Source: an optimization exercise on an open RTL-to-GDS flow (aim: small area and few clock cycles per item). Production flows keep margins and buffers that such runs may drop. Where RTL was checked, it was by simulation tests only, not by an equivalence proof against the original.

== v6 ==
==> flow/design.v (excerpt) <==
module md5_pipe (
    input          clk,
    input          rst_n,       
    input          in_valid,
    output         in_ready,
    input  [63:0]  msg,         
    output         out_valid,
    output [127:0] hash,        
    output [63:0]  out_msg      
);
Size: ~37000 cells after synthesis, ~260 I/O pins.
==> flow/config.mk <==
export PLATFORM = sky130hd
export DESIGN_NAME = md5_pipe
export DESIGN_NICKNAME = md5_pipe
export VERILOG_FILES = /design/flow/design.v
export SDC_FILE = /design/flow/constraint.sdc
export NUM_CORES = 8
export LEC_CHECK = 0
export CAP_MARGIN = 20
export CORE_MARGIN = 2
export CORE_UTILIZATION = 50
export CTS_BUF_LIST = sky130_fd_sc_hd__clkbuf_16
export CTS_CLUSTER_DIAMETER = 100
export CTS_CLUSTER_SIZE = 24
export GPL_TIMING_DRIVEN = 0
export SLEW_MARGIN = 20
==> flow/constraint.sdc <==
create_clock -name core_clock -period 12.5 [get_ports {clk}]
set_input_delay 2.5000 -clock core_clock [delete_from_list [all_inputs] [get_ports {clk}]]
set_output_delay 2.5000 -clock core_clock [all_outputs]
set_load 0.01 [all_outputs]
standard.sh (not shown) runs the stock make flow with config.mk's settings and CLKGATE_MAP_FILE= SYNTH_SCRIPT=/design/flow/synth_recipe.tcl, a recipe that flattens the netlist after the stock synthesis.
==> flow/flow/run.sh <==
#!/bin/bash
# Own layout flow: the standard ORFS flow (standard.sh, all steps from
# synthesis to the final layout), with one change: synthesis maps the logic
# with the ABC script in flow/abc.script instead of ORFS's abc_speed.script.
# Yosys, register mapping, flattening and renaming are the standard flow's own
# (synth_recipe.tcl), so the registers are the standard synthesis's.
set -euo pipefail
W=$PWD
rm -rf "$W/scripts_mod"
cp -r "$FLOW_HOME/scripts" "$W/scripts_mod"
cp "$W/flow/abc.script" "$W/scripts_mod/abc_speed.script"
bash "$W/standard.sh" SCRIPTS_DIR="$W/scripts_mod" SYNTH_ARGS=-noabc ADDER_MAP_FILE= "CTS_ARGS=-sink_clustering_enable -repair_clock_nets -dont_use_dummy_load -buf_list sky130_fd_sc_hd__clkbuf_8 -sink_clustering_size 15 -sink_clustering_max_diameter 70" finish > "$W/orfs_make.log" 2>&1
==> flow/flow/abc.script <==
&get -n
&st
&dch
&nf -R 40
&put
buffer -c
topo
stime -c
upsize -c
dnsize -c
v6 ran in full, but the layout does not pass; the checks complain about setup timing.
Inputs modified between v6 and v2:
-- flow/design.v --
<<< v6, line 35
reg [31:0] s24_t59, s24_b59, s24_b58, s24_x60, s24_m0, s24_m1;
reg [31:0] s25_b62, s25_b61, s25_b60, s25_x62, s25_m0, s25_m1;
reg [31:0] s26_b63, s26_b62, s26_b61, s26_x63, s26_m0, s26_m1;
reg [26:1] v;
always @(posedge clk) begin
>>> v2, line 35
reg [31:0] s24_t59, s24_b59, s24_b58, s24_x60, s24_m0, s24_m1;
reg [31:0] s25_b62, s25_b61, s25_b60, s25_x62, s25_m0, s25_m1;
reg [31:0] s26_ha, s26_hb, s26_hc, s26_hd, s26_m0, s26_m1;
reg [26:1] v;
always @(posedge clk) begin
<<< v6, line 488
wire [31:0] t62 = add32(s25_x62, f62);
wire [31:0] b63 = add32(s25_b62, {t62[16:0], t62[31:17]});
wire [31:0] px63 = s25_b60 + 32'heb86d391;
always @(posedge clk) begin
    s26_b63 <= b63;
    s26_b62 <= s25_b62;
    s26_b61 <= s25_b61;
    s26_x63 <= px63;
    s26_m0 <= s25_m0;
    s26_m1 <= s25_m1;
end
wire [31:0] f63 = s26_b62 ^ (s26_b63 | ~s26_b61);
wire [31:0] t63 = add32(s26_x63, f63);
wire [31:0] hb = s26_b63 + {t63[10:0], t63[31:11]} + 32'hefcdab89;
wire [31:0] ha = s26_b61 + 32'h67452301;
wire [31:0] hc = s26_b63 + 32'h98badcfe;
wire [31:0] hd = s26_b62 + 32'h10325476;
assign hash = {{ha[7:0], ha[15:8], ha[23:16], ha[31:24]}, {hb[7:0], hb[15:8], hb[23:16], hb[31:24]}, {hc[7:0], hc[15:8], hc[23:16], hc[31:24]}, {hd[7:0], hd[15:8], hd[23:16], hd[31:24]}};
assign out_msg = {{s26_m0[7:0], s26_m0[15:8], s26_m0[23:16], s26_m0[31:24]}, {s26_m1[7:0], s26_m1[15:8], s26_m1[23:16], s26_m1[31:24]}};
assign out_valid = v[26];
>>> v2, line 488
wire [31:0] t62 = add32(s25_x62, f62);
wire [31:0] b63 = add32(s25_b62, {t62[16:0], t62[31:17]});
wire [31:0] f63 = s25_b62 ^ (b63 | ~s25_b61);
wire [31:0] x63 = s25_b60 + 32'heb86d391;
wire [31:0] t63 = add32(x63, f63);
wire [31:0] hb = b63 + {t63[10:0], t63[31:11]} + 32'hefcdab89;
wire [31:0] ha = s25_b61 + 32'h67452301;
wire [31:0] hc = b63 + 32'h98badcfe;
wire [31:0] hd = s25_b62 + 32'h10325476;
always @(posedge clk) begin
    s26_ha <= ha;
    s26_hb <= hb;
    s26_hc <= hc;
    s26_hd <= hd;
    s26_m0 <= s25_m0;
    s26_m1 <= s25_m1;
end
assign hash = {{s26_ha[7:0], s26_ha[15:8], s26_ha[23:16], s26_ha[31:24]}, {s26_hb[7:0], s26_hb[15:8], s26_hb[23:16], s26_hb[31:24]}, {s26_hc[7:0], s26_hc[15:8], s26_hc[23:16], s26_hc[31:24]}, {s26_hd[7:0], s26_hd[15:8], s26_hd[23:16], s26_hd[31:24]}};
assign out_msg = {{s26_m0[7:0], s26_m0[15:8], s26_m0[23:16], s26_m0[31:24]}, {s26_m1[7:0], s26_m1[15:8], s26_m1[23:16], s26_m1[31:24]}};
assign out_valid = v[26];
==> comparison <==
- v2 ran to completion and came out clean on the timing, design-rule and antenna checks.
- CTS clock-pin slew for the worst setup and hold paths: v2 vs v6 up 0.02 ns
- v6 → v2: proportion of cell area occupied by multi-input gates +0.20 points; count of clock-buffer cells in the layout went down; total detailed-routing wirelength climbed 1.2%.
- On final HPWL from detailed placement, v6 beats v2.
- Delta (v2 minus v6): number of nets in the synthesized netlist has increased, critical path data arrival time has increased.
- For initial core utilization, v2 and v6 come out practically identical.
- Changes observed in v2 relative to v6: cell area neither gained nor lost much, area growth from synthesis to final layout lost 1.2 points.
- Delta (v2 minus v6): share of synthesized cell area in and, or, nand and nor gates saw an increase; global-route usage saw little to no change.
Function was not checked in any run of this note: the RTL went through the layout flow alone.

========
Another version of the RTL of md5_pipe (not shown whole).
Size: about 290000 um2 of cells after synthesis.
export LEC_CHECK = 0
export CAP_MARGIN = 20
export CORE_MARGIN = 2
export CORE_UTILIZATION = 57
export GPL_TIMING_DRIVEN = 1
export PLACE_DENSITY = 0.66
export SLEW_MARGIN = 20
create_clock -name core_clock -period 12.5 [get_ports {clk}]
==> flow/flow/run.sh <==
#!/bin/bash
set -euo pipefail
W=$PWD
rm -rf "$W/scripts_mod"
cp -r "$FLOW_HOME/scripts" "$W/scripts_mod"
cp "$W/flow/abc.script" "$W/scripts_mod/abc_speed.script"
bash "$W/standard.sh" SCRIPTS_DIR="$W/scripts_mod" SYNTH_ARGS=-noabc ADDER_MAP_FILE= \
  "CTS_ARGS=-sink_clustering_enable -repair_clock_nets -dont_use_dummy_load -buf_list sky130_fd_sc_hd__clkbuf_8 -sink_clustering_size 15 -sink_clustering_max_diameter 70" \
  finish > "$W/orfs_make.log" 2>&1
==> flow/flow/abc.script <==
strash
dch
amap
buffer -c
topo
stime -c
upsize -c
dnsize -c
The starting point finished but failed the layout checks on setup timing.
==> next run, changes <==
--- a/flow/design.v
+++ b/flow/design.v
@@ -535,24 +535,23 @@
 always @(posedge clk) begin
     s31_t62 <= t62;
     s31_b62 <= b62;
     s31_b61 <= b61;
     s31_x63 <= px63;
     s31_m0 <= s30_m0;
     s31_m1 <= s30_m1;
 end
 wire [31:0] b63 = add32_io(s31_b62, {s31_t62[16:0], s31_t62[31:17]});
 wire [31:0] f63 = s31_b62 ^ (b63 | ~s31_b61);
 wire [31:0] t63 = add32_io(s31_x63, f63);
-wire [31:0] bh1 = b63 + 32'hefcdab89;
-wire [31:0] hb = add32_io(bh1, {t63[10:0], t63[31:11]});
+wire [31:0] hb = b63 + {t63[10:0], t63[31:11]} + 32'hefcdab89;
 wire [31:0] ha = s31_b61 + 32'h67452301;
 wire [31:0] hc = b63 + 32'h98badcfe;
 wire [31:0] hd = s31_b62 + 32'h10325476;
 assign hash = {{ha[7:0], ha[15:8], ha[23:16], ha[31:24]}, {hb[7:0], hb[15:8], hb[23:16], hb[31:24]}, {hc[7:0], hc[15:8], hc[23:16], hc[31:24]}, {hd[7:0], hd[15:8], hd[23:16], hd[31:24]}};
 assign out_msg = {{s31_m0[7:0], s31_m0[15:8], s31_m0[23:16], s31_m0[31:24]}, {s31_m1[7:0], s31_m1[15:8], s31_m1[23:16], s31_m1[31:24]}};
 assign out_valid = v[31];
 function [31:0] add32;    
     input [31:0] a, b;
     reg [31:0] g, p;
     reg [15:0] G, P, Gn, Pn;
     reg [32:0] c;
After rerunning: The changed run completed without violations. Sequential cell count is unchanged. Non-clock buffer count went down by 441. Cell area drops slightly. Clock-buffer cell count goes down by 40. Core utilization went down by 0.89 points.
Testbench counts after the change, summed over its fixed seeds: cycles 6,186, items 6,000.
No functional check of the RTL was part of the first run of this note.

========
== P ==
md5_pipe, a different RTL version from the one above (not shown whole).
Size in the first run: about 5,900 flip-flops, ~290,000 um2 of cells after synthesis.
==> flow/config.mk <==
export PLATFORM = sky130hd
export DESIGN_NAME = md5_pipe
export DESIGN_NICKNAME = md5_pipe
export VERILOG_FILES = /design/flow/design.v
export SDC_FILE = /design/flow/constraint.sdc
export NUM_CORES = 8
export LEC_CHECK = 0
export CAP_MARGIN = 20
export CORE_MARGIN = 2
export CORE_UTILIZATION = 50
export GPL_TIMING_DRIVEN = 1
export SLEW_MARGIN = 20
==> flow/constraint.sdc <==
create_clock -name core_clock -period 12.5 [get_ports {clk}]
set_input_delay 2.5000 -clock core_clock [delete_from_list [all_inputs] [get_ports {clk}]]
set_output_delay 2.5000 -clock core_clock [all_outputs]
set_load 0.01 [all_outputs]
Scripts as last shown in full above: flow/flow/run.sh, flow/flow/abc.script
The flow completed for P, but it is not clean: the layout still shows negative setup slack.
#### Input delta (Q over P)
diff --git a/flow/design.v b/flow/design.v
--- a/flow/design.v
+++ b/flow/design.v
@@ -545,46 +545,53 @@
 wire [31:0] t63 = add32_io(s31_x63, f63);
 wire [31:0] hb = b63 + {t63[10:0], t63[31:11]} + 32'hefcdab89;
 wire [31:0] ha = s31_b61 + 32'h67452301;
 wire [31:0] hc = b63 + 32'h98badcfe;
 wire [31:0] hd = s31_b62 + 32'h10325476;
 assign hash = {{ha[7:0], ha[15:8], ha[23:16], ha[31:24]}, {hb[7:0], hb[15:8], hb[23:16], hb[31:24]}, {hc[7:0], hc[15:8], hc[23:16], hc[31:24]}, {hd[7:0], hd[15:8], hd[23:16], hd[31:24]}};
 assign out_msg = {{s31_m0[7:0], s31_m0[15:8], s31_m0[23:16], s31_m0[31:24]}, {s31_m1[7:0], s31_m1[15:8], s31_m1[23:16], s31_m1[31:24]}};
 assign out_valid = v[31];
 function [31:0] add32;    
     input [31:0] a, b;
     reg [31:0] g, p;
-    reg [7:0] G, P, Gn, Pn;
+    reg [15:0] G, P, Gn, Pn;
     reg [32:0] c;
-    integer l, i, j, k;
+    integer l, i;
     begin
         g = a & b; p = a ^ b;
-        for (i = 0; i < 8; i = i + 1) begin
-            G[i] = g[4*i+3] | (p[4*i+3] & (g[4*i+2] | (p[4*i+2] & (g[4*i+1] | (p[4*i+1] & g[4*i])))));
-            P[i] = p[4*i+3] & p[4*i+2] & p[4*i+1] & p[4*i];
+        for (i = 0; i < 16; i = i + 1) begin
+            G[i] = g[2*i+1] | (p[2*i+1] & g[2*i]);
+            P[i] = p[2*i+1] & p[2*i];
         end
-        for (l = 0; l < 3; l = l + 1) begin
+        for (l = 0; l < 4; l = l + 1) begin
             Gn = G; Pn = P;
-            for (i = 0; i < 8; i = i + 1)
-                if ((i >> l) & 1) begin
-                    j = ((i >> l) << l) - 1;
-                    Gn[i] = G[i] | (P[i] & G[j]);
-                    Pn[i] = P[i] & P[j];
+            for (i = 0; i < 16; i = i + 1)
+                if (((i + 1) % (2 << l)) == 0) begin
+                    Gn[i] = G[i] | (P[i] & G[i - (1 << l)]);
+                    Pn[i] = P[i] & P[i - (1 << l)];
+                end
+            G = Gn; P = Pn;
+        end
+        for (l = 2; l >= 0; l = l - 1) begin
+            Gn = G; Pn = P;
+            for (i = 0; i < 16; i = i + 1)
+                if (((i + 1) % (2 << l)) == (1 << l) && i >= (2 << l)) begin
+                    Gn[i] = G[i] | (P[i] & G[i - (1 << l)]);
+                    Pn[i] = P[i] & P[i - (1 << l)];
                 end
             G = Gn; P = Pn;
         end
         c[0] = 1'b0;
-        for (i = 0; i < 8; i = i + 1) begin
-            for (k = 0; k < 3; k = k + 1)
-                c[4*i+k+1] = g[4*i+k] | (p[4*i+k] & c[4*i+k]);
-            c[4*i+4] = G[i];
+        for (i = 0; i < 16; i = i + 1) begin
+            c[2*i+1] = g[2*i] | (p[2*i] & c[2*i]);
+            c[2*i+2] = G[i];
         end
         add32 = a ^ b ^ c[31:0];
     end
 endfunction
 function [31:0] add32_io;    
     input [31:0] a, b;
     reg [31:0] g, p, gn, pn;
     integer l, i, j;
     begin
         g = a & b; p = a ^ b;
         for (l = 0; l < 5; l = l + 1) begin
==> results.txt <==
- Q went all the way through synthesis, placement and routing and the layout is clean on timing, DRC and antenna.
- Of P and Q, the run reporting the lower die outline width was P.
- Combined area of all synthesized cells for Q: 0.72% up relative to P
- For the finished layout cell area, Q came in 1.6% lower than P did.
- Q gives more number of standard cells in the final layout excluding fillers than P did.
- The overall global routing resource usage of Q falls short of that of P by 0.57 points.
- Per the comparison of Q with P, met2 wirelength from detailed routing went down by 0.59%, die area went up, tightest slew margin relative to the limit dropped 7.7 points, total of clock buffers placed in the layout rose by 7.
- Going from P to Q, post-placement setup slack rose by 0.92 ns, post-route minimum period fell by 1.30 ns.
- In the metrics for P and Q, the one carrying the higher routing usage on met1 is Q.
- Comparing P and Q, core utilization is lower on Q.
Testbench counts of Q, summed over its fixed seeds: cycles 6,186, items 6,000.
For P, only the layout was checked, not whether the RTL still works.

-- re-timing with driven ports --
The flow's constraints put no driver on any port. The routed layouts listed below were extracted and timed again, unchanged, in two steps.
Step 1 assumes that a clkbuf_16 drives the clock port and a buf_2 every other input.
Step 2 times the ports against the registers' clock, not the clock port: input delays grow and output delays shrink by t, the midpoint of the rising clock arrivals with the driver on.
a / b / c = ideal / step 1 / step 2; a / b = the first two.
run	t, ns	setup slack, ns	clock arrival spread, ns	worst register clock-pin slew, ns
v6	1.376	-0.917 / -1.044 / -0.777	0.189 / 0.190	0.11 / 0.11
v2	1.381	0.441 / 0.455 / -0.834	0.166 / 0.165	0.11 / 0.11
the first run of note 2	1.374	-0.002 / -0.133 / -0.640	0.163 / 0.163	0.11 / 0.11
the second run of note 2	1.371	0.338 / 0.212 / -0.135	0.205 / 0.205	0.12 / 0.12
P	1.375	-0.937 / -1.067 / -0.458	0.138 / 0.138	0.11 / 0.11
Q	1.367	0.358 / 0.216 / -0.090	0.141 / 0.141	0.11 / 0.11
Met with ideal ports but missed after step 2: setup timing in v2, the second run of note 2 and Q. The setup slack of v2, which loses most, moves by +0.014 ns with the drivers and by -1.275 ns with both steps.
